Source: an optimization exercise on an open RTL-to-GDS flow (aim: small area and a short achievable clock period). Production flows keep margins and buffers that such runs may drop.
For this run, only the layout was checked, not whether the RTL still works.
No activity file was given, so power comes from the tool's default toggle rates.

==> design/flow/design.v <==
package FPU_pkg;
    parameter F_LENGHT=16;
    parameter F_SIGN=1;
    parameter F_MANT=7;
    parameter F_EXP= 8;
    parameter F_EXP_BIAS=(2 ** (F_EXP-1))-1;
    parameter EXP_MAX= (2**F_EXP)-1;
    parameter INF_E_F			=	15'b111111110000000;  
	parameter SNAN_E_F			=	15'b111111110111111;  
	parameter QNAN_E_F			=	15'b111111111000000;  
	parameter ZERO_E_F			=	15'b000000000000000;  
endpackage 
import FPU_pkg::*;
module lampFPU_FMA( clk,rst,
sign_op1_i,mant_op1_i,exp_op1_i,isZ_op1_i,isInf_op1_i, isSNAN_op1_i, isQNAN_op1_i,
sign_op2_i,mant_op2_i,exp_op2_i,isZ_op2_i,isInf_op2_i, isSNAN_op2_i, isQNAN_op2_i,
sign_op3_i,mant_op3_i,exp_op3_i,isInf_op3_i, isSNAN_op3_i, isQNAN_op3_i,
doFMU_i,is_mult_sub_i,is_add_sub_i,  
res_sign_o,res_mant_o, res_exp_o,
is_Overflow_o,is_Underflow_o,is_to_round_o,valid_o
);
input clk,rst;
input [F_SIGN-1:0]          sign_op1_i;
input [(F_MANT-1)+1:0]      mant_op1_i;  
input [(F_EXP-1)+1:0]       exp_op1_i;
input                       isZ_op1_i;
input						isInf_op1_i;
input						isSNAN_op1_i;
input						isQNAN_op1_i;
input [F_SIGN-1:0]          sign_op2_i;
input [(F_MANT-1)+1:0]      mant_op2_i;  
input [(F_EXP-1)+1:0]       exp_op2_i;
input                       isZ_op2_i;
input						isInf_op2_i;
input						isSNAN_op2_i;
input						isQNAN_op2_i;
input [F_SIGN-1:0]          sign_op3_i;
input [(F_MANT-1)+1:0]      mant_op3_i;  
input [(F_EXP+1)-1:0]       exp_op3_i;
input						isInf_op3_i;
input						isSNAN_op3_i;
input						isQNAN_op3_i;
input                       doFMU_i;
input                       is_mult_sub_i;
input                       is_add_sub_i;
output logic [F_SIGN-1:0]          res_sign_o;
output logic [5+(F_MANT-1):0]      res_mant_o;  
output logic [F_EXP-1:0]           res_exp_o;
output logic                       is_Overflow_o;
output logic                       is_Underflow_o;
output logic                       is_to_round_o;
output logic                       valid_o;
	function automatic logic[3:0] FUNC_calcInfNanRes (
				input isMultSub_i, input isOpSub_i,
				input isZero_op1_i, isInf_op1_i,  input isSNan_op1_i, input isQNan_op1_i,
				input isZero_op2_i, isInf_op2_i,  input isSNan_op2_i, input isQNan_op2_i,
				input sign_mult_i,input sign_op3_i,
				input isInf_op3_i, input isSNan_op3_i, input isQNan_op3_i
			);
		logic realMult_sign,realOp3_sign;
		logic isNan_op1;
		logic isNan_op2;
		logic isNan_op3;
		logic isValidRes, isInfRes, isNanRes, signRes;
		isNan_op1 = isSNan_op1_i || isQNan_op1_i;
		isNan_op2 = isSNan_op2_i || isQNan_op2_i;
		isNan_op3 = isSNan_op3_i || isQNan_op3_i;
		isNanRes = 0; isInfRes = 0; signRes = 0;
		realMult_sign   = sign_mult_i ^ isMultSub_i;
		realOp3_sign 	= sign_op3_i ^ isOpSub_i;
		isValidRes 		= (isZero_op1_i|| isZero_op2_i ||isInf_op1_i || isInf_op2_i ||isInf_op3_i|| isNan_op1 || isNan_op2||isNan_op3) ? 1 : 0;
		if (isNan_op1)
		begin  
			isInfRes = 0; isNanRes = 1; signRes = sign_mult_i;
		end
		else if (isNan_op2)
		begin
			isInfRes = 0; isNanRes = 1; signRes = sign_mult_i;
		end
		else if (isNan_op3)
		begin
			isInfRes = 0; isNanRes = 1; signRes = sign_op3_i;
		end
		else  
		begin
			case({isZero_op1_i,isZero_op2_i,isInf_op1_i,isInf_op2_i,realMult_sign,realOp3_sign,isInf_op3_i})
			     7'b00_00_00_0:begin isNanRes = 0; isInfRes = 0; signRes = 0;   end
			     7'b00_00_00_1:begin isNanRes = 0; isInfRes = 1; signRes = 0;   end
			     7'b00_00_01_0:begin isNanRes = 0; isInfRes = 0; signRes = 0;   end
			     7'b00_00_01_1:begin isNanRes = 0; isInfRes = 1; signRes = 1;   end
			     7'b00_00_10_0:begin isNanRes = 0; isInfRes = 0; signRes = 0;   end
			     7'b00_00_10_1:begin isNanRes = 0; isInfRes = 1; signRes = 1;   end
			     7'b00_00_11_0:begin isNanRes = 0; isInfRes = 0; signRes = 0;   end
			     7'b00_00_11_1:begin isNanRes = 0; isInfRes = 1; signRes = 0;   end
			     7'b00_01_00_0:begin isNanRes = 0; isInfRes = 1; signRes = 0;   end
			     7'b00_01_00_1:begin isNanRes = 0; isInfRes = 1; signRes = 0;   end
			     7'b00_01_01_0:begin isNanRes = 0; isInfRes = 1; signRes = 0;   end
			     7'b00_01_01_1:begin isNanRes = 1; isInfRes = 0; signRes = 1;   end
			     7'b00_01_10_0:begin isNanRes = 0; isInfRes = 1; signRes = 1;   end
			     7'b00_01_10_1:begin isNanRes = 1; isInfRes = 0; signRes = 1;   end
			     7'b00_01_11_0:begin isNanRes = 0; isInfRes = 1; signRes = 1;   end
			     7'b00_01_11_1:begin isNanRes = 0; isInfRes = 1; signRes = 1;   end
			     7'b00_10_00_0:begin isNanRes = 0; isInfRes = 1; signRes = 0;   end
			     7'b00_10_00_1:begin isNanRes = 0; isInfRes = 1; signRes = 0;   end
			     7'b00_10_01_0:begin isNanRes = 0; isInfRes = 1; signRes = 0;   end
			     7'b00_10_01_1:begin isNanRes = 1; isInfRes = 0; signRes = 1;   end
				 7'b00_10_10_0:begin isNanRes = 0; isInfRes = 1; signRes = 1;   end
			     7'b00_10_10_1:begin isNanRes = 1; isInfRes = 0; signRes = 1;   end
			     7'b00_10_11_0:begin isNanRes = 0; isInfRes = 1; signRes = 1;   end
			     7'b00_10_11_1:begin isNanRes = 0; isInfRes = 1; signRes = 1;   end
			     7'b00_11_00_0:begin isNanRes = 0; isInfRes = 1; signRes = 0;   end
			     7'b00_11_00_1:begin isNanRes = 0; isInfRes = 1; signRes = 0;   end
			     7'b00_11_01_0:begin isNanRes = 0; isInfRes = 1; signRes = 0;   end			     
			     7'b00_11_01_1:begin isNanRes = 1; isInfRes = 0; signRes = 1;   end
			     7'b00_11_10_0:begin isNanRes = 0; isInfRes = 1; signRes = 1;   end
			     7'b00_11_10_1:begin isNanRes = 1; isInfRes = 0; signRes = 1;   end
			     7'b00_11_11_0:begin isNanRes = 0; isInfRes = 1; signRes = 1;   end
			     7'b00_11_11_1:begin isNanRes = 0; isInfRes = 1; signRes = 1;   end
			     7'b01_00_00_0:begin isNanRes = 0; isInfRes = 0; signRes = 0;   end
			     7'b01_00_00_1:begin isNanRes = 0; isInfRes = 1; signRes = 0;   end
			     7'b01_00_01_0:begin isNanRes = 0; isInfRes = 0; signRes = 1;   end
			     7'b01_00_01_1:begin isNanRes = 0; isInfRes = 1; signRes = 1;   end
			     7'b01_00_10_0:begin isNanRes = 0; isInfRes = 0; signRes = 0;   end
			     7'b01_00_10_1:begin isNanRes = 0; isInfRes = 1; signRes = 0;   end
			     7'b01_00_11_0:begin isNanRes = 0; isInfRes = 0; signRes = 1;   end
			     7'b01_00_11_1:begin isNanRes = 0; isInfRes = 1; signRes = 1;   end
			     7'b01_01_00_0:begin isNanRes = 1; isInfRes = 0; signRes = 0;   end
			     7'b01_01_00_1:begin isNanRes = 1; isInfRes = 0; signRes = 0;   end
			     7'b01_01_01_0:begin isNanRes = 1; isInfRes = 0; signRes = 1;   end
			     7'b01_01_01_1:begin isNanRes = 0; isInfRes = 0; signRes = 1;   end
			     7'b01_01_10_0:begin isNanRes = 1; isInfRes = 0; signRes = 1;   end
			     7'b01_01_10_1:begin isNanRes = 1; isInfRes = 0; signRes = 0;   end
			     7'b01_01_11_1:begin isNanRes = 1; isInfRes = 0; signRes = 1;   end
			     7'b01_10_00_0:begin isNanRes = 1; isInfRes = 0; signRes = 0;   end
			     7'b01_10_00_1:begin isNanRes = 1; isInfRes = 0; signRes = 0;   end
			     7'b01_10_01_0:begin isNanRes = 1; isInfRes = 0; signRes = 1;   end
			     7'b01_10_01_1:begin isNanRes = 1; isInfRes = 0; signRes = 1;   end
			     7'b01_10_10_0:begin isNanRes = 1; isInfRes = 0; signRes = 1;   end
			     7'b01_10_10_1:begin isNanRes = 1; isInfRes = 0; signRes = 1;   end
			     7'b01_10_11_0:begin isNanRes = 1; isInfRes = 0; signRes = 1;   end
			     7'b01_10_11_1:begin isNanRes = 1; isInfRes = 0; signRes = 1;   end
			     7'b01_11_00_0:begin isNanRes = 1; isInfRes = 0; signRes = 0;   end
			     7'b01_11_00_1:begin isNanRes = 1; isInfRes = 0; signRes = 0;   end
			     7'b01_11_01_0:begin isNanRes = 1; isInfRes = 0; signRes = 1;   end
			     7'b01_11_01_1:begin isNanRes = 1; isInfRes = 0; signRes = 1;   end
			     7'b01_11_10_0:begin isNanRes = 1; isInfRes = 0; signRes = 1;   end
			     7'b01_11_10_1:begin isNanRes = 1; isInfRes = 0; signRes = 1;   end
			     7'b01_11_11_1:begin isNanRes = 1; isInfRes = 0; signRes = 1;   end
			     7'b10_00_00_0:begin isNanRes = 0; isInfRes = 0; signRes = 0;   end
			     7'b10_00_00_1:begin isNanRes = 0; isInfRes = 1; signRes = 0;   end
			     7'b10_00_01_0:begin isNanRes = 0; isInfRes = 0; signRes = 1;   end
			     7'b10_00_01_1:begin isNanRes = 0; isInfRes = 1; signRes = 1;   end
			     7'b10_00_10_0:begin isNanRes = 0; isInfRes = 0; signRes = 0;   end
			     7'b10_00_10_1:begin isNanRes = 0; isInfRes = 1; signRes = 0;   end
			     7'b10_00_11_0:begin isNanRes = 0; isInfRes = 0; signRes = 1;   end
			     7'b10_00_11_1:begin isNanRes = 0; isInfRes = 1; signRes = 1;   end
			     7'b10_01_00_0:begin isNanRes = 1; isInfRes = 0; signRes = 0;   end
			     7'b10_01_00_1:begin isNanRes = 1; isInfRes = 0; signRes = 0;   end
			     7'b10_01_01_0:begin isNanRes = 1; isInfRes = 0; signRes = 1;   end
			     7'b10_01_01_1:begin isNanRes = 1; isInfRes = 0; signRes = 1;   end
			     7'b10_01_10_0:begin isNanRes = 1; isInfRes = 0; signRes = 1;   end
			     7'b10_01_10_1:begin isNanRes = 1; isInfRes = 0; signRes = 1;   end
			     7'b10_01_11_0:begin isNanRes = 1; isInfRes = 0; signRes = 1;   end
			     7'b10_01_11_1:begin isNanRes = 1; isInfRes = 0; signRes = 1;   end
			     7'b10_10_00_0:begin isNanRes = 1; isInfRes = 0; signRes = 0;   end
			     7'b10_10_00_1:begin isNanRes = 1; isInfRes = 0; signRes = 0;   end
			     7'b10_10_01_0:begin isNanRes = 1; isInfRes = 0; signRes = 1;   end
			     7'b10_10_01_1:begin isNanRes = 1; isInfRes = 0; signRes = 1;   end
			     7'b10_10_10_0:begin isNanRes = 1; isInfRes = 0; signRes = 1;   end
			     7'b10_10_10_1:begin isNanRes = 1; isInfRes = 0; signRes = 1;   end
			     7'b10_10_11_0:begin isNanRes = 1; isInfRes = 0; signRes = 1;   end
			     7'b10_10_11_1:begin isNanRes = 1; isInfRes = 0; signRes = 1;   end
			     7'b10_11_00_0:begin isNanRes = 1; isInfRes = 0; signRes = 0;   end
			     7'b10_11_00_1:begin isNanRes = 1; isInfRes = 0; signRes = 0;   end
			     7'b10_11_01_0:begin isNanRes = 1; isInfRes = 0; signRes = 1;   end
			     7'b10_11_01_1:begin isNanRes = 1; isInfRes = 0; signRes = 1;   end
			     7'b10_11_10_0:begin isNanRes = 1; isInfRes = 0; signRes = 1;   end
			     7'b10_11_10_1:begin isNanRes = 1; isInfRes = 0; signRes = 1;   end
			     7'b10_11_11_0:begin isNanRes = 1; isInfRes = 0; signRes = 1;   end
			     7'b10_11_11_1:begin isNanRes = 1; isInfRes = 0; signRes = 1;   end
			     7'b11_00_00_0:begin isNanRes = 0; isInfRes = 0; signRes = 0;   end
			     7'b11_00_00_1:begin isNanRes = 0; isInfRes = 1; signRes = 0;   end
			     7'b11_00_01_0:begin isNanRes = 0; isInfRes = 0; signRes = 1;   end
			     7'b11_00_01_1:begin isNanRes = 0; isInfRes = 1; signRes = 1;   end
			     7'b11_00_10_0:begin isNanRes = 0; isInfRes = 0; signRes = 0;   end
			     7'b11_00_10_1:begin isNanRes = 0; isInfRes = 1; signRes = 0;   end
			     7'b11_00_11_0:begin isNanRes = 0; isInfRes = 0; signRes = 1;   end
			     7'b11_00_11_1:begin isNanRes = 0; isInfRes = 1; signRes = 1;   end
			     7'b11_01_00_0:begin isNanRes = 1; isInfRes = 0; signRes = 0;   end
			     7'b11_01_00_1:begin isNanRes = 1; isInfRes = 0; signRes = 0;   end
			     7'b11_01_01_0:begin isNanRes = 1; isInfRes = 0; signRes = 1;   end
			     7'b11_01_01_1:begin isNanRes = 1; isInfRes = 0; signRes = 1;   end
			     7'b11_01_10_0:begin isNanRes = 1; isInfRes = 0; signRes = 1;   end
			     7'b11_01_10_1:begin isNanRes = 1; isInfRes = 0; signRes = 1;   end
			     7'b11_01_11_0:begin isNanRes = 1; isInfRes = 0; signRes = 1;   end
			     7'b11_01_11_1:begin isNanRes = 1; isInfRes = 0; signRes = 1;   end
			     7'b11_10_00_0:begin isNanRes = 1; isInfRes = 0; signRes = 0;   end
			     7'b11_10_00_1:begin isNanRes = 1; isInfRes = 0; signRes = 0;   end
			     7'b11_10_01_0:begin isNanRes = 1; isInfRes = 0; signRes = 1;   end
			     7'b11_10_01_1:begin isNanRes = 1; isInfRes = 0; signRes = 1;   end
			     7'b11_10_10_0:begin isNanRes = 1; isInfRes = 0; signRes = 1;   end
			     7'b11_10_10_1:begin isNanRes = 1; isInfRes = 0; signRes = 1;   end
			     7'b11_10_11_1:begin isNanRes = 1; isInfRes = 0; signRes = 1;   end
			     7'b11_11_00_0:begin isNanRes = 1; isInfRes = 0; signRes = 0;   end
			     7'b11_11_00_1:begin isNanRes = 1; isInfRes = 0; signRes = 0;   end
			     7'b11_11_01_0:begin isNanRes = 1; isInfRes = 0; signRes = 1;   end
			     7'b11_11_01_1:begin isNanRes = 1; isInfRes = 0; signRes = 1;   end
			     7'b11_11_10_0:begin isNanRes = 1; isInfRes = 0; signRes = 1;   end
			     7'b11_11_10_1:begin isNanRes = 1; isInfRes = 0; signRes = 1;   end
			     7'b11_11_11_0:begin isNanRes = 1; isInfRes = 0; signRes = 1;   end
			     7'b11_11_11_1:begin isNanRes = 1; isInfRes = 0; signRes = 1;   end
			endcase
		end
		FUNC_calcInfNanRes = {isValidRes, isInfRes, isNanRes, signRes};
	endfunction    
function automatic logic [32:0] FUNC_ksAdd(input logic [31:0] a, input logic [31:0] b, input logic cin);
    logic [31:0] g, p, gg, pp;
    g  = a & b;
    p  = a ^ b;
    gg = g;
    pp = p;
    gg[0] = g[0] | (p[0] & cin);
    for (int d = 1; d < 32; d = d * 2)
        for (int i = 31; i >= d; i--) begin
            gg[i] = gg[i] | (pp[i] & gg[i-d]);
            pp[i] = pp[i] & pp[i-d];
        end
    FUNC_ksAdd = {gg[31], p ^ {gg[30:0], cin}};
endfunction
function automatic logic [32:0] FUNC_skAdd(input logic [31:0] a, input logic [31:0] b, input logic cin);
    logic [31:0] g, p, gg, pp;
    g  = a & b;
    p  = a ^ b;
    gg = g;
    pp = p;
    gg[0] = g[0] | (p[0] & cin);
    for (int l = 0; l < 5; l++)
        for (int i = 0; i < 32; i++)
            if ((i >> l) & 1) begin
                gg[i] = gg[i] | (pp[i] & gg[((i >> l) << l) - 1]);
                pp[i] = pp[i] & pp[((i >> l) << l) - 1];
            end
    FUNC_skAdd = {gg[31], p ^ {gg[30:0], cin}};
endfunction
function automatic logic [63:0] FUNC_csa(input logic [31:0] a, input logic [31:0] b, input logic [31:0] c);
    FUNC_csa = {((a & b) | (a & c) | (b & c)) << 1, a ^ b ^ c};
endfunction
logic [83:0] dd_w;               
logic [15:0] prod_s, prod_c;     
logic [63:0] cs_e, cs_a1, cs_a2, cs_z;
logic [32:0] exp_sum, align_sum, e9_prod, e9_op3, low_sum, z_sum;
logic [11:0] align;              
logic [8:0]  exp_prod;           
logic        op3_only;           
logic        exp_gt, exp_eq, mant_gt, mult_gt;
logic        mult_sign, do_sub;
logic [23:0] op3_al;
logic        chk_valid, chk_inf, chk_nan, chk_sign, chk_spec;
logic [14:0] prod_s_r;           
logic [14:1] prod_c_r;           
logic [24:0] op3_r;              
logic        cin_r;              
logic        inv_r;              
logic [8:0]  exp9_r;             
logic        sign_r, force_ff_r, nan_r, ovf_r, noround_r, valid_r;
always_comb begin
    mult_sign = sign_op1_i ^ sign_op2_i;
    dd_w[0] = (mant_op1_i[0] & mant_op2_i[6]) ^ (mant_op1_i[1] & mant_op2_i[5]);
    dd_w[1] = (mant_op1_i[0] & mant_op2_i[6]) & (mant_op1_i[1] & mant_op2_i[5]);
    dd_w[2] = (mant_op1_i[0] & mant_op2_i[7]) ^ (mant_op1_i[1] & mant_op2_i[6]) ^ (mant_op1_i[2] & mant_op2_i[5]);
    dd_w[3] = ((mant_op1_i[0] & mant_op2_i[7]) & (mant_op1_i[1] & mant_op2_i[6])) | ((mant_op1_i[0] & mant_op2_i[7]) & (mant_op1_i[2] & mant_op2_i[5])) | ((mant_op1_i[1] & mant_op2_i[6]) & (mant_op1_i[2] & mant_op2_i[5]));
    dd_w[4] = (mant_op1_i[3] & mant_op2_i[4]) ^ (mant_op1_i[4] & mant_op2_i[3]);
    dd_w[5] = (mant_op1_i[3] & mant_op2_i[4]) & (mant_op1_i[4] & mant_op2_i[3]);
    dd_w[6] = (mant_op1_i[1] & mant_op2_i[7]) ^ (mant_op1_i[2] & mant_op2_i[6]) ^ (mant_op1_i[3] & mant_op2_i[5]);
    dd_w[7] = ((mant_op1_i[1] & mant_op2_i[7]) & (mant_op1_i[2] & mant_op2_i[6])) | ((mant_op1_i[1] & mant_op2_i[7]) & (mant_op1_i[3] & mant_op2_i[5])) | ((mant_op1_i[2] & mant_op2_i[6]) & (mant_op1_i[3] & mant_op2_i[5]));
    dd_w[8] = (mant_op1_i[4] & mant_op2_i[4]) ^ (mant_op1_i[5] & mant_op2_i[3]);
    dd_w[9] = (mant_op1_i[4] & mant_op2_i[4]) & (mant_op1_i[5] & mant_op2_i[3]);
    dd_w[10] = (mant_op1_i[2] & mant_op2_i[7]) ^ (mant_op1_i[3] & mant_op2_i[6]) ^ (mant_op1_i[4] & mant_op2_i[5]);
    dd_w[11] = ((mant_op1_i[2] & mant_op2_i[7]) & (mant_op1_i[3] & mant_op2_i[6])) | ((mant_op1_i[2] & mant_op2_i[7]) & (mant_op1_i[4] & mant_op2_i[5])) | ((mant_op1_i[3] & mant_op2_i[6]) & (mant_op1_i[4] & mant_op2_i[5]));
    dd_w[12] = (mant_op1_i[0] & mant_op2_i[4]) ^ (mant_op1_i[1] & mant_op2_i[3]);
    dd_w[13] = (mant_op1_i[0] & mant_op2_i[4]) & (mant_op1_i[1] & mant_op2_i[3]);
    dd_w[14] = (mant_op1_i[0] & mant_op2_i[5]) ^ (mant_op1_i[1] & mant_op2_i[4]) ^ (mant_op1_i[2] & mant_op2_i[3]);
    dd_w[15] = ((mant_op1_i[0] & mant_op2_i[5]) & (mant_op1_i[1] & mant_op2_i[4])) | ((mant_op1_i[0] & mant_op2_i[5]) & (mant_op1_i[2] & mant_op2_i[3])) | ((mant_op1_i[1] & mant_op2_i[4]) & (mant_op1_i[2] & mant_op2_i[3]));
    dd_w[16] = (mant_op1_i[3] & mant_op2_i[2]) ^ (mant_op1_i[4] & mant_op2_i[1]);
    dd_w[17] = (mant_op1_i[3] & mant_op2_i[2]) & (mant_op1_i[4] & mant_op2_i[1]);
    dd_w[18] = (mant_op1_i[2] & mant_op2_i[4]) ^ (mant_op1_i[3] & mant_op2_i[3]) ^ (mant_op1_i[4] & mant_op2_i[2]);
    dd_w[19] = ((mant_op1_i[2] & mant_op2_i[4]) & (mant_op1_i[3] & mant_op2_i[3])) | ((mant_op1_i[2] & mant_op2_i[4]) & (mant_op1_i[4] & mant_op2_i[2])) | ((mant_op1_i[3] & mant_op2_i[3]) & (mant_op1_i[4] & mant_op2_i[2]));
    dd_w[20] = (mant_op1_i[5] & mant_op2_i[1]) ^ (mant_op1_i[6] & mant_op2_i[0]) ^ dd_w[0];
    dd_w[21] = ((mant_op1_i[5] & mant_op2_i[1]) & (mant_op1_i[6] & mant_op2_i[0])) | ((mant_op1_i[5] & mant_op2_i[1]) & dd_w[0]) | ((mant_op1_i[6] & mant_op2_i[0]) & dd_w[0]);
    dd_w[22] = (mant_op1_i[5] & mant_op2_i[2]) ^ (mant_op1_i[6] & mant_op2_i[1]) ^ (mant_op1_i[7] & mant_op2_i[0]);
    dd_w[23] = ((mant_op1_i[5] & mant_op2_i[2]) & (mant_op1_i[6] & mant_op2_i[1])) | ((mant_op1_i[5] & mant_op2_i[2]) & (mant_op1_i[7] & mant_op2_i[0])) | ((mant_op1_i[6] & mant_op2_i[1]) & (mant_op1_i[7] & mant_op2_i[0]));
    dd_w[24] = dd_w[2] ^ dd_w[4] ^ dd_w[1];
    dd_w[25] = (dd_w[2] & dd_w[4]) | (dd_w[2] & dd_w[1]) | (dd_w[4] & dd_w[1]);
    dd_w[26] = (mant_op1_i[6] & mant_op2_i[2]) ^ (mant_op1_i[7] & mant_op2_i[1]) ^ dd_w[6];
    dd_w[27] = ((mant_op1_i[6] & mant_op2_i[2]) & (mant_op1_i[7] & mant_op2_i[1])) | ((mant_op1_i[6] & mant_op2_i[2]) & dd_w[6]) | ((mant_op1_i[7] & mant_op2_i[1]) & dd_w[6]);
    dd_w[28] = dd_w[8] ^ dd_w[3] ^ dd_w[5];
    dd_w[29] = (dd_w[8] & dd_w[3]) | (dd_w[8] & dd_w[5]) | (dd_w[3] & dd_w[5]);
    dd_w[30] = (mant_op1_i[5] & mant_op2_i[4]) ^ (mant_op1_i[6] & mant_op2_i[3]) ^ (mant_op1_i[7] & mant_op2_i[2]);
    dd_w[31] = ((mant_op1_i[5] & mant_op2_i[4]) & (mant_op1_i[6] & mant_op2_i[3])) | ((mant_op1_i[5] & mant_op2_i[4]) & (mant_op1_i[7] & mant_op2_i[2])) | ((mant_op1_i[6] & mant_op2_i[3]) & (mant_op1_i[7] & mant_op2_i[2]));
    dd_w[32] = dd_w[10] ^ dd_w[7] ^ dd_w[9];
    dd_w[33] = (dd_w[10] & dd_w[7]) | (dd_w[10] & dd_w[9]) | (dd_w[7] & dd_w[9]);
    dd_w[34] = (mant_op1_i[3] & mant_op2_i[7]) ^ (mant_op1_i[4] & mant_op2_i[6]) ^ (mant_op1_i[5] & mant_op2_i[5]);
    dd_w[35] = ((mant_op1_i[3] & mant_op2_i[7]) & (mant_op1_i[4] & mant_op2_i[6])) | ((mant_op1_i[3] & mant_op2_i[7]) & (mant_op1_i[5] & mant_op2_i[5])) | ((mant_op1_i[4] & mant_op2_i[6]) & (mant_op1_i[5] & mant_op2_i[5]));
    dd_w[36] = (mant_op1_i[6] & mant_op2_i[4]) ^ (mant_op1_i[7] & mant_op2_i[3]) ^ dd_w[11];
    dd_w[37] = ((mant_op1_i[6] & mant_op2_i[4]) & (mant_op1_i[7] & mant_op2_i[3])) | ((mant_op1_i[6] & mant_op2_i[4]) & dd_w[11]) | ((mant_op1_i[7] & mant_op2_i[3]) & dd_w[11]);
    dd_w[38] = (mant_op1_i[4] & mant_op2_i[7]) ^ (mant_op1_i[5] & mant_op2_i[6]) ^ (mant_op1_i[6] & mant_op2_i[5]);
    dd_w[39] = ((mant_op1_i[4] & mant_op2_i[7]) & (mant_op1_i[5] & mant_op2_i[6])) | ((mant_op1_i[4] & mant_op2_i[7]) & (mant_op1_i[6] & mant_op2_i[5])) | ((mant_op1_i[5] & mant_op2_i[6]) & (mant_op1_i[6] & mant_op2_i[5]));
    dd_w[40] = (mant_op1_i[0] & mant_op2_i[3]) ^ (mant_op1_i[1] & mant_op2_i[2]);
    dd_w[41] = (mant_op1_i[0] & mant_op2_i[3]) & (mant_op1_i[1] & mant_op2_i[2]);
    dd_w[42] = (mant_op1_i[2] & mant_op2_i[2]) ^ (mant_op1_i[3] & mant_op2_i[1]) ^ (mant_op1_i[4] & mant_op2_i[0]);
    dd_w[43] = ((mant_op1_i[2] & mant_op2_i[2]) & (mant_op1_i[3] & mant_op2_i[1])) | ((mant_op1_i[2] & mant_op2_i[2]) & (mant_op1_i[4] & mant_op2_i[0])) | ((mant_op1_i[3] & mant_op2_i[1]) & (mant_op1_i[4] & mant_op2_i[0]));
    dd_w[44] = (mant_op1_i[5] & mant_op2_i[0]) ^ dd_w[14] ^ dd_w[16];
    dd_w[45] = ((mant_op1_i[5] & mant_op2_i[0]) & dd_w[14]) | ((mant_op1_i[5] & mant_op2_i[0]) & dd_w[16]) | (dd_w[14] & dd_w[16]);
    dd_w[46] = dd_w[18] ^ dd_w[20] ^ dd_w[15];
    dd_w[47] = (dd_w[18] & dd_w[20]) | (dd_w[18] & dd_w[15]) | (dd_w[20] & dd_w[15]);
    dd_w[48] = dd_w[22] ^ dd_w[24] ^ dd_w[19];
    dd_w[49] = (dd_w[22] & dd_w[24]) | (dd_w[22] & dd_w[19]) | (dd_w[24] & dd_w[19]);
    dd_w[50] = dd_w[26] ^ dd_w[28] ^ dd_w[23];
    dd_w[51] = (dd_w[26] & dd_w[28]) | (dd_w[26] & dd_w[23]) | (dd_w[28] & dd_w[23]);
    dd_w[52] = dd_w[30] ^ dd_w[32] ^ dd_w[27];
    dd_w[53] = (dd_w[30] & dd_w[32]) | (dd_w[30] & dd_w[27]) | (dd_w[32] & dd_w[27]);
    dd_w[54] = dd_w[34] ^ dd_w[36] ^ dd_w[31];
    dd_w[55] = (dd_w[34] & dd_w[36]) | (dd_w[34] & dd_w[31]) | (dd_w[36] & dd_w[31]);
    dd_w[56] = (mant_op1_i[7] & mant_op2_i[4]) ^ dd_w[38] ^ dd_w[35];
    dd_w[57] = ((mant_op1_i[7] & mant_op2_i[4]) & dd_w[38]) | ((mant_op1_i[7] & mant_op2_i[4]) & dd_w[35]) | (dd_w[38] & dd_w[35]);
    dd_w[58] = (mant_op1_i[5] & mant_op2_i[7]) ^ (mant_op1_i[6] & mant_op2_i[6]) ^ (mant_op1_i[7] & mant_op2_i[5]);
    dd_w[59] = ((mant_op1_i[5] & mant_op2_i[7]) & (mant_op1_i[6] & mant_op2_i[6])) | ((mant_op1_i[5] & mant_op2_i[7]) & (mant_op1_i[7] & mant_op2_i[5])) | ((mant_op1_i[6] & mant_op2_i[6]) & (mant_op1_i[7] & mant_op2_i[5]));
    dd_w[60] = (mant_op1_i[0] & mant_op2_i[2]) ^ (mant_op1_i[1] & mant_op2_i[1]);
    dd_w[61] = (mant_op1_i[0] & mant_op2_i[2]) & (mant_op1_i[1] & mant_op2_i[1]);
    dd_w[62] = (mant_op1_i[2] & mant_op2_i[1]) ^ (mant_op1_i[3] & mant_op2_i[0]) ^ dd_w[40];
    dd_w[63] = ((mant_op1_i[2] & mant_op2_i[1]) & (mant_op1_i[3] & mant_op2_i[0])) | ((mant_op1_i[2] & mant_op2_i[1]) & dd_w[40]) | ((mant_op1_i[3] & mant_op2_i[0]) & dd_w[40]);
    dd_w[64] = dd_w[12] ^ dd_w[42] ^ dd_w[41];
    dd_w[65] = (dd_w[12] & dd_w[42]) | (dd_w[12] & dd_w[41]) | (dd_w[42] & dd_w[41]);
    dd_w[66] = dd_w[13] ^ dd_w[44] ^ dd_w[43];
    dd_w[67] = (dd_w[13] & dd_w[44]) | (dd_w[13] & dd_w[43]) | (dd_w[44] & dd_w[43]);
    dd_w[68] = dd_w[17] ^ dd_w[46] ^ dd_w[45];
    dd_w[69] = (dd_w[17] & dd_w[46]) | (dd_w[17] & dd_w[45]) | (dd_w[46] & dd_w[45]);
    dd_w[70] = dd_w[21] ^ dd_w[48] ^ dd_w[47];
    dd_w[71] = (dd_w[21] & dd_w[48]) | (dd_w[21] & dd_w[47]) | (dd_w[48] & dd_w[47]);
    dd_w[72] = dd_w[25] ^ dd_w[50] ^ dd_w[49];
    dd_w[73] = (dd_w[25] & dd_w[50]) | (dd_w[25] & dd_w[49]) | (dd_w[50] & dd_w[49]);
    dd_w[74] = dd_w[29] ^ dd_w[52] ^ dd_w[51];
    dd_w[75] = (dd_w[29] & dd_w[52]) | (dd_w[29] & dd_w[51]) | (dd_w[52] & dd_w[51]);
    dd_w[76] = dd_w[33] ^ dd_w[54] ^ dd_w[53];
    dd_w[77] = (dd_w[33] & dd_w[54]) | (dd_w[33] & dd_w[53]) | (dd_w[54] & dd_w[53]);
    dd_w[78] = dd_w[37] ^ dd_w[56] ^ dd_w[55];
    dd_w[79] = (dd_w[37] & dd_w[56]) | (dd_w[37] & dd_w[55]) | (dd_w[56] & dd_w[55]);
    dd_w[80] = dd_w[39] ^ dd_w[58] ^ dd_w[57];
    dd_w[81] = (dd_w[39] & dd_w[58]) | (dd_w[39] & dd_w[57]) | (dd_w[58] & dd_w[57]);
    dd_w[82] = (mant_op1_i[6] & mant_op2_i[7]) ^ (mant_op1_i[7] & mant_op2_i[6]) ^ dd_w[59];
    dd_w[83] = ((mant_op1_i[6] & mant_op2_i[7]) & (mant_op1_i[7] & mant_op2_i[6])) | ((mant_op1_i[6] & mant_op2_i[7]) & dd_w[59]) | ((mant_op1_i[7] & mant_op2_i[6]) & dd_w[59]);
    prod_s[0] = (mant_op1_i[0] & mant_op2_i[0]);
    prod_c[0] = 1'b0;
    prod_s[1] = (mant_op1_i[0] & mant_op2_i[1]);
    prod_c[1] = (mant_op1_i[1] & mant_op2_i[0]);
    prod_s[2] = (mant_op1_i[2] & mant_op2_i[0]);
    prod_c[2] = dd_w[60];
    prod_s[3] = dd_w[62];
    prod_c[3] = dd_w[61];
    prod_s[4] = dd_w[64];
    prod_c[4] = dd_w[63];
    prod_s[5] = dd_w[66];
    prod_c[5] = dd_w[65];
    prod_s[6] = dd_w[68];
    prod_c[6] = dd_w[67];
    prod_s[7] = dd_w[70];
    prod_c[7] = dd_w[69];
    prod_s[8] = dd_w[72];
    prod_c[8] = dd_w[71];
    prod_s[9] = dd_w[74];
    prod_c[9] = dd_w[73];
    prod_s[10] = dd_w[76];
    prod_c[10] = dd_w[75];
    prod_s[11] = dd_w[78];
    prod_c[11] = dd_w[77];
    prod_s[12] = dd_w[80];
    prod_c[12] = dd_w[79];
    prod_s[13] = dd_w[82];
    prod_c[13] = dd_w[81];
    prod_s[14] = (mant_op1_i[7] & mant_op2_i[7]);
    prod_c[14] = dd_w[83];
    prod_s[15] = 1'b0;
    prod_c[15] = 1'b0;
    cs_e     = FUNC_csa({23'b0, exp_op1_i}, {23'b0, exp_op2_i}, 32'd385);
    exp_sum  = FUNC_ksAdd(cs_e[31:0], cs_e[63:32], 1'b0);
    exp_prod = exp_sum[8:0];
    cs_a1     = FUNC_csa({23'b0, exp_op1_i}, {23'b0, exp_op2_i}, {20'b0, ~{3'b0, exp_op3_i}});
    cs_a2     = FUNC_csa(cs_a1[31:0], cs_a1[63:32], 32'd395);
    align_sum = FUNC_ksAdd(cs_a2[31:0], cs_a2[63:32], 1'b0);
    align     = {align_sum[11:9] - {1'b0, exp_sum[10:9]}, align_sum[8:0]};
    op3_only  = align[11];
    exp_gt    = ~align[11] & (align > 12'd9);
    exp_eq    = align == 12'd9;
    if (op3_only)
        op3_al = {9'b0, mant_op3_i, 7'b0};
    else if (align > 12'd23)
        op3_al = '0;
    else
        op3_al = {mant_op3_i, 16'b0} >> align[4:0];
    low_sum = FUNC_ksAdd({17'b0, prod_s[14:0]}, {17'b0, prod_c[14:0]}, 1'b0);
    cs_z    = FUNC_csa({17'b0, prod_s[14:0]}, {17'b0, prod_c[14:0]}, {17'b0, ~mant_op3_i, 7'b0});
    z_sum   = FUNC_ksAdd(cs_z[31:0], cs_z[63:32], 1'b0);
    mant_gt = z_sum[16] | (z_sum[15] & ~low_sum[15]);
    mult_gt = exp_gt | (exp_eq & mant_gt);
    do_sub  = sign_op1_i ^ sign_op2_i ^ sign_op3_i ^ is_mult_sub_i ^ is_add_sub_i;
    e9_prod = FUNC_ksAdd({24'b0, exp_prod[7:0]}, 32'd9, 1'b0);
    e9_op3  = FUNC_ksAdd({24'b0, exp_op3_i[7:0]}, 32'd9, 1'b0);
    {chk_valid, chk_inf, chk_nan, chk_sign} = FUNC_calcInfNanRes(
        is_mult_sub_i, is_add_sub_i,
        isZ_op1_i, isInf_op1_i, isSNAN_op1_i, isQNAN_op1_i,
        isZ_op2_i, isInf_op2_i, isSNAN_op2_i, isQNAN_op2_i,
        mult_sign, sign_op3_i,
        isInf_op3_i, isSNAN_op3_i, isQNAN_op3_i);
    chk_spec  = chk_inf | chk_nan;
end
always_ff @(posedge clk) begin
    if (rst) begin
        prod_s_r   <= '0;
        prod_c_r   <= '0;
        op3_r      <= '0;
        cin_r      <= 1'b0;
        inv_r      <= 1'b0;
        exp9_r     <= '0;
        sign_r     <= 1'b0;
        force_ff_r <= 1'b0;
        nan_r      <= 1'b0;
        ovf_r      <= 1'b0;
        noround_r  <= 1'b0;
        valid_r    <= 1'b0;
    end else begin
        prod_s_r   <= op3_only ? 15'b0 : prod_s[14:0];
        prod_c_r   <= op3_only ? 14'b0 : prod_c[14:1];
        op3_r      <= {1'b0, op3_al} ^ {25{do_sub & ~op3_only}};
        cin_r      <= do_sub & ~op3_only & mult_gt;
        inv_r      <= do_sub & ~op3_only & ~mult_gt;
        exp9_r     <= (op3_only ? e9_op3[8:0] : e9_prod[8:0]) ^ 9'd9;
        sign_r     <= chk_spec ? chk_sign : (mult_gt ? (mult_sign ^ is_mult_sub_i) : (sign_op3_i ^ is_add_sub_i));
        force_ff_r <= chk_spec | (op3_only ? exp_op3_i[8] : exp_prod[8]);
        nan_r      <= chk_nan & ~chk_inf;
        ovf_r      <= ~chk_spec & (op3_only ? exp_op3_i[8] : exp_prod[8]);
        noround_r  <= chk_spec | chk_valid;
        valid_r    <= doFMU_i;
    end
end
logic [63:0] cs_m;
logic [32:0] add_t, exp_v;
logic [24:0] sum;
logic [31:0] n0, n1, n2, n3, n4, n5;
logic [4:0]  lz;
logic        sum_zero;
logic        unf;
logic [7:0]  exp_z;
logic [8:0]  exp9;
logic [11:0] mant_n;
logic [7:0]  exp_n;
always_comb begin
    cs_m  = FUNC_csa({17'b0, prod_s_r}, {17'b0, prod_c_r, 1'b0}, {7'b0, op3_r});
    add_t = FUNC_skAdd({7'b0, cs_m[24:0]}, {7'b0, cs_m[56:32]}, cin_r);
    sum   = add_t[24:0] ^ {cin_r, {24{inv_r}}};
    sum_zero = ~|sum[23:0];
    n0 = {sum[23:0], 8'b0};
    lz[4] = ~|n0[31:16]; n1 = lz[4] ? {n0[15:0], 16'b0} : n0;
    lz[3] = ~|n1[31:24]; n2 = lz[3] ? {n1[23:0], 8'b0}  : n1;
    lz[2] = ~|n2[31:28]; n3 = lz[2] ? {n2[27:0], 4'b0}  : n2;
    lz[1] = ~|n3[31:30]; n4 = lz[1] ? {n3[29:0], 2'b0}  : n3;
    lz[0] = ~n4[31];     n5 = lz[0] ? {n4[30:0], 1'b0}  : n4;
    exp9     = exp9_r ^ 9'd9;
    exp_v    = FUNC_ksAdd({23'b0, exp9}, {22'h3fffff, 5'b11111, ~lz}, 1'b1);
    unf      = exp_v[9];
    exp_z    = exp9[7:0] - 8'd9;
    mant_n   = {sum[24] & (lz == 5'd0), n5[31:22], |n5[21:17]};
    exp_n    = sum_zero ? exp_z : (unf ? 8'b0 : exp_v[7:0]);
end
always_ff @(posedge clk) begin
    if (rst) begin
        res_sign_o     <= 1'b0;
        res_mant_o     <= '0;
        res_exp_o      <= '0;
        is_Overflow_o  <= 1'b0;
        is_Underflow_o <= 1'b0;
        is_to_round_o  <= 1'b0;
        valid_o        <= 1'b0;
    end else begin
        res_sign_o     <= sign_r;
        res_mant_o     <= force_ff_r ? {nan_r, 11'b0} : mant_n;
        res_exp_o      <= force_ff_r ? 8'hff : exp_n;
        is_Overflow_o  <= ovf_r;
        is_Underflow_o <= ~force_ff_r & ~sum_zero & unf;
        is_to_round_o  <= ~noround_r;
        valid_o        <= valid_r;
    end
end
endmodule
==> design/flow/run.sh <==
#!/bin/bash
# synth_recipe.tcl (not shown) runs the flow's synth.tcl, then flattens the netlist and writes it again
# the make line also repeats each setting of config.mk as NAME=value (left out here)
make -C /OpenROAD-flow-scripts/flow DESIGN_CONFIG=/design/flow/config.mk WORK_HOME=/design/flow/orfs CLKGATE_MAP_FILE= SYNTH_SCRIPT=/design/flow/synth_recipe.tcl finish
==> design/flow/config.mk <==
export PLATFORM = sky130hd
export DESIGN_NAME = lampFPU_FMA
export DESIGN_NICKNAME = lampFPU_FMA
export VERILOG_FILES = /design/flow/design.v
export SDC_FILE = /design/flow/constraint.sdc
export NUM_CORES = 4
export LEC_CHECK = 0
export CAP_MARGIN = 20
export CORE_MARGIN = 2
export CORE_UTILIZATION = 40
export SETUP_SLACK_MARGIN = 3
export SLEW_MARGIN = 20
==> design/flow/constraint.sdc <==
create_clock -name core_clock -period 10.0 [get_ports {clk}]
set_input_delay 2.0000 -clock core_clock [delete_from_list [all_inputs] [get_ports {clk}]]
set_output_delay 2.0000 -clock core_clock [all_outputs]
set_load 0.01 [all_outputs]
==> notes.md <==
==> cell usage after synthesis (all sizes together), types with 4 or more instances <==
cell type | n | area share (%)
clkbuf | 26 | 0.92
and2 | 64 | 3.8
o211ai | 17 | 1.4
xnor2 | 45 | 3.7
a22oi | 4 | 0.28
o31ai | 4 | 0.28
or2 | 7 | 0.41
inv | 155 | 5.5
a31oi | 9 | 0.59
a2111oi | 4 | 0.34
a211oi | 23 | 1.8
mux2i | 36 | 3.4
o21ai | 40 | 1.9
or3 | 11 | 0.65
and3 | 11 | 0.65
nand3 | 15 | 0.71
nor2b | 12 | 0.78
buf | 15 | 0.96
ha | 97 | 11
nor3 | 21 | 1.0
nand2b | 8 | 0.47
mux2 | 15 | 1.6
o21a | 8 | 0.57
a21oi | 71 | 3.4
nand2 | 88 | 3.1
fa | 76 | 14
xor2 | 40 | 3.3
dfxtp | 96 | 18
nor4 | 10 | 0.73
nor2 | 135 | 4.9
nor3b | 4 | 0.28
nand4 | 7 | 0.41
or4 | 5 | 0.39
o22ai | 6 | 0.41
o211a | 4 | 0.38
o221ai | 4 | 0.33
a21o | 21 | 1.6
o21bai | 11 | 0.78
==> layer usage <==
layer / wire length, µm / global-route usage [%] / part of all wire (%) / up-vias
li1: - / - / - / 4511
met1: 12200 / 25.2 / 46 / 4265
met2: 12600 / 31.8 / 48 / 186
met3: 959 / 2.52 / 3.6 / 38
met4: 538 / 5.73 / 2.0 / 0
met5: 0 / 0 / 0 / -
==> flip-flops by register name, summed over array words and instances, names as in the netlist <==
| signal | cells |
|---|---|
| cin_r | 1 |
| exp9_r | 9 |
| force_ff_r | 1 |
| inv_r | 1 |
| is_Overflow_o | 1 |
| is_Underflow_o | 1 |
| is_to_round_o | 1 |
| nan_r | 1 |
| noround_r | 1 |
| op3_r | 25 |
| ovf_r | 1 |
| prod_c_r | 14 |
| prod_s_r | 15 |
| res_exp_o | 8 |
| res_mant_o | 12 |
| res_sign_o | 1 |
| sign_r | 1 |
| valid_o | 1 |
| valid_r | 1 |
==> cell families (layout without fill, tap and decap cells) <==
kind of cell	Yosys count	count (layout)	synth area share, %
XOR/XNOR	85	85	7.04
AND/OR/NAND/NOR	406	406	19.1
flip-flops	96	96	18.2
multiplexers	51	51	5.01
adder cells (fa/ha/maj)	174	174	26.0
AO/OA/AOI/OAI	259	259	17.2
buffers and inverters	199	308	7.49
==> through the flow <==
step	hold slack (ns)	cells	setup WS, ns
after floorplan	0.363	1270	3.03
after global placement	0.366	1669	1.45
after detailed placement	0.368	1669	1.35
after CTS	0.378	1696	2.98
after global routing	0.396	1714	2.97
final	0.376	1714	3.21
==> power by group <==
group / switching [W] / leakage, nW / internal [W]
Combinational: 0.00152 / 4.83 / 0.00117
Clock: 0.000149 / 0.150 / 0.000202
Sequential: 0.0000515 / 0.792 / 0.000473
==> cell type report <==
| cell class | instances | share of cell area [%] |
|---|---|---|
| Clock buffer | 10 | 1.89 |
| Tap cell | 335 | 3.31 |
| Sequential cell | 96 | 15.2 |
| Multi-Input combinational cell | 975 | 64.8 |
| Timing Repair Buffer | 135 | 9.59 |
| Inverter | 158 | 4.74 |
| Clock inverter | 5 | 0.514 |
==> worst register-to-register path: cells and delay by family (launching register included) <==
family,cells,cell delay (ns)
compound gates,11,2.02
flops,1,0.32
simple gates,13,2.70
buf+inv,1,0.18
fa+ha+maj,4,1.41
==> final timing paths <==
kind	start	to	slack (ns)	cells after the start
max	exp_op2_i[0]	sign_r	3.21	23
min	noround_r	is_to_round_o	0.38	1
max reg2reg	prod_s_r[9]	res_exp_o[5]	3.26	29
min reg2reg	noround_r	is_to_round_o	0.38	1
==> what timing repair did <==
item | 4_1_cts | 5_1_grt
resized for setup | 46 | 67
setup buffers | 12 | 18
hold buffers | 0 | 0
setup endpoints to repair | 67 | 41
pin swaps | 9 | 31
==> impl_metrics.sql <==
INSERT INTO impl_metrics (metric_group, metric, value, unit) VALUES
('status', 'run_status', 'finished clean', ''),
('critical_path', 'required_worst_endpoint', '10.20', 'ns'),
('yosys', 'number_of_flops_mapped_to_enable_cells_by_yosys', '0', ''),
('critical_path', 'cpMaxStageDelayCell', 'sky130_fd_sc_hd__fa_2', ''),
('critical_path', 'type_of_the_worst_setup_path', 'in2reg', ''),
('place', 'port-buffer-count', '94', ''),
('hold_path', 'min-delay-path-class', 'reg2reg', ''),
('timing', 'fin_setup_tns', '0', 'ns'),
('critical_path', 'timing.critical_path.slowest_cell_delay', '0.62', 'ns'),
('die', 'initial_utilization', '40.7', '%'),
('power_and_ir_drop', 'powerDensity', '282', 'nW/µm²'),
('drt', 'drc', '0', ''),
('die', 'io_pins', '95', ''),
('clocking', 'clkSinkCount', '96', ''),
('critical_path', 'crit_path_cell_trace', 'clkdlybuf4s50_1, inv_2, fa_2, clkinvlp_4, ha_4, fa_2, a21o_1, a21oi_2, o21bai_1, a21oi_2, o21bai_1, a21oi_1, xor2_1, ha_2, fa_2, xor2_1, buf_6, a2111o_2, nor2_4, nand4_1, o21ai_4, mux2i_1, a211oi_1', ''),
('yosys', 'synth.cell_area', '10600', 'µm²'),
('clocking', 'cts.path.max_buffers', '2', ''),
('timing', 'final.period_utilization', '67.9', '%'),
('cells_and_area', 'layout.filler_cells', '2544', ''),
('grt', 'antenna_found_initial', '0', ''),
('grt', 'largest_net_degree_at_the_start_of_global_routing', '50', ''),
('critical_path', 'worst_ep_arrival_time', '6.99', 'ns'),
('timing', 'setup_viol', '0', ''),
('power_and_ir_drop', 'total_leakage_power', '5.77', 'nW'),
('power_and_ir_drop', 'design_power_total', '0.00356', 'W'),
('clocking', 'num_cts_buffers', '9', ''),
('clocking', 'post_cts_clock_slew_at_the_launch_and_capture_registers_of_the_worst_setup_and_hold_paths', '0.07', 'ns'),
('yosys', 'synth_warn', '1', ''),
('drt', 'finalWirelength', '26.4', 'mm'),
('grt', 'grt_pass1_wl', '43.2', 'mm'),
('critical_path', 'worst_path_most_repeated_cell', 'sky130_fd_sc_hd__fa_2', ''),
('cells_and_area', 'regArea', '1920', 'µm²'),
('cells_and_area', 'multi_input_area', '8200', 'µm²'),
('yosys', 'synth_nets', '1513', ''),
('yosys', 'synth-seq-cells', '96', ''),
('critical_path', 'cp_top_family', 'adder cells', ''),
('clocking', 'worst_skew_pair.late_latency', '0.35', 'ns'),
('cells_and_area', 'postLayoutCoreUtil', '48.7', '%'),
('yosys', 'synth_sequential_area_ratio', '18.2', '%'),
('cells_and_area', 'area_added_between_synthesis_and_finish', '19.8', '%'),
('die', 'fp-row-count', '59', ''),
('timing', 'slew_violations', '0', ''),
('timing', 'timing.final.crit_period', '6.79', 'ns'),
('drt', 'antenna_violating_nets_post_route', '0', ''),
('grt', 'first_global_vias', '8733', ''),
('power_and_ir_drop', 'irDropWorstVdd', '0.000280', 'V'),
('critical_path', 'timing.critical_path.fanout_max', '6', ''),
('drt', 'drt_iter0_drc', '454', ''),
('yosys', 'syn_inst', '1270', ''),
('place', 'detailed_place_hpwl', '21.3', 'mm'),
('drt', 'post_drt_wl_per_cell', '15.4', 'µm'),
('grt', 'aggregate_global_routing_overflow', '0', ''),
('job', 'max-cap-violations', '0', ''),
('critical_path', 'critical_path_buf_inv_count', '4', ''),
('drt', 'route.vias.total', '9000', ''),
('cells_and_area', 'most_frequent_cells_in_the_layout', '150 x sky130_fd_sc_hd__inv_1, 132 x sky130_fd_sc_hd__nor2_1, 96 x sky130_fd_sc_hd__dfxtp_1, 89 x sky130_fd_sc_hd__ha_1, 87 x sky130_fd_sc_hd__nand2_1', ''),
('drt', 'vias_per_cell', '5.25', ''),
('die', 'die_h', '167', 'µm'),
('timing', 'hold_viol_final', '0', ''),
('critical_path', 'critical_path.endpoint_type', 'flop', ''),
('timing', 'max-slew-margin-rel', '39.1', '%'),
('clocking', 'cts_tree', 'done', ''),
('cells_and_area', 'insertedDiodeCount', '0', ''),
('yosys', 'synth_area_per_cell', '8.32', 'µm²'),
('grt', 'grt_use_total', '18.9', '%'),
('timing', 'grt_setup_unrepaired', 'no', ''),
('critical_path', 'critical_path.startpoint_type', 'input pin', ''),
('cells_and_area', 'layout.nets', '1618', ''),
('timing', 'timing_worst_slew_pin_value', '0.907', 'ns'),
('cells_and_area', 'final_common_cell', 'sky130_fd_sc_hd__inv_1', ''),
('yosys', 'async_reset_ff_share', '0', '%');

-- static timing again, ports no longer ideal --
In the flow no input, the clock included, has a driving cell. The finished layout below was timed again as built, in two steps. Step 1, drivers: a clkbuf_16 drives clk and a buf_2 each remaining input, both assumed. Step 2, shift: input delay + t, output delay - t, t = (earliest + latest rising clock arrival at the registers) / 2. This alone moves slack from input paths to output paths. Three values: ideal, step 1, step 2; two values: the first two.
shift t [ns]: 0.387
slack for setup (ns): 3.209 / 3.231 / 2.844
hold WS [ns]: 0.376 / 0.376 / 0.376
clock arrival spread, ns: 0.016 / 0.016
After both steps this run still meets setup and hold. For this run, drivers alone change the setup slack by +0.022 ns; drivers and shift together by -0.365 ns.
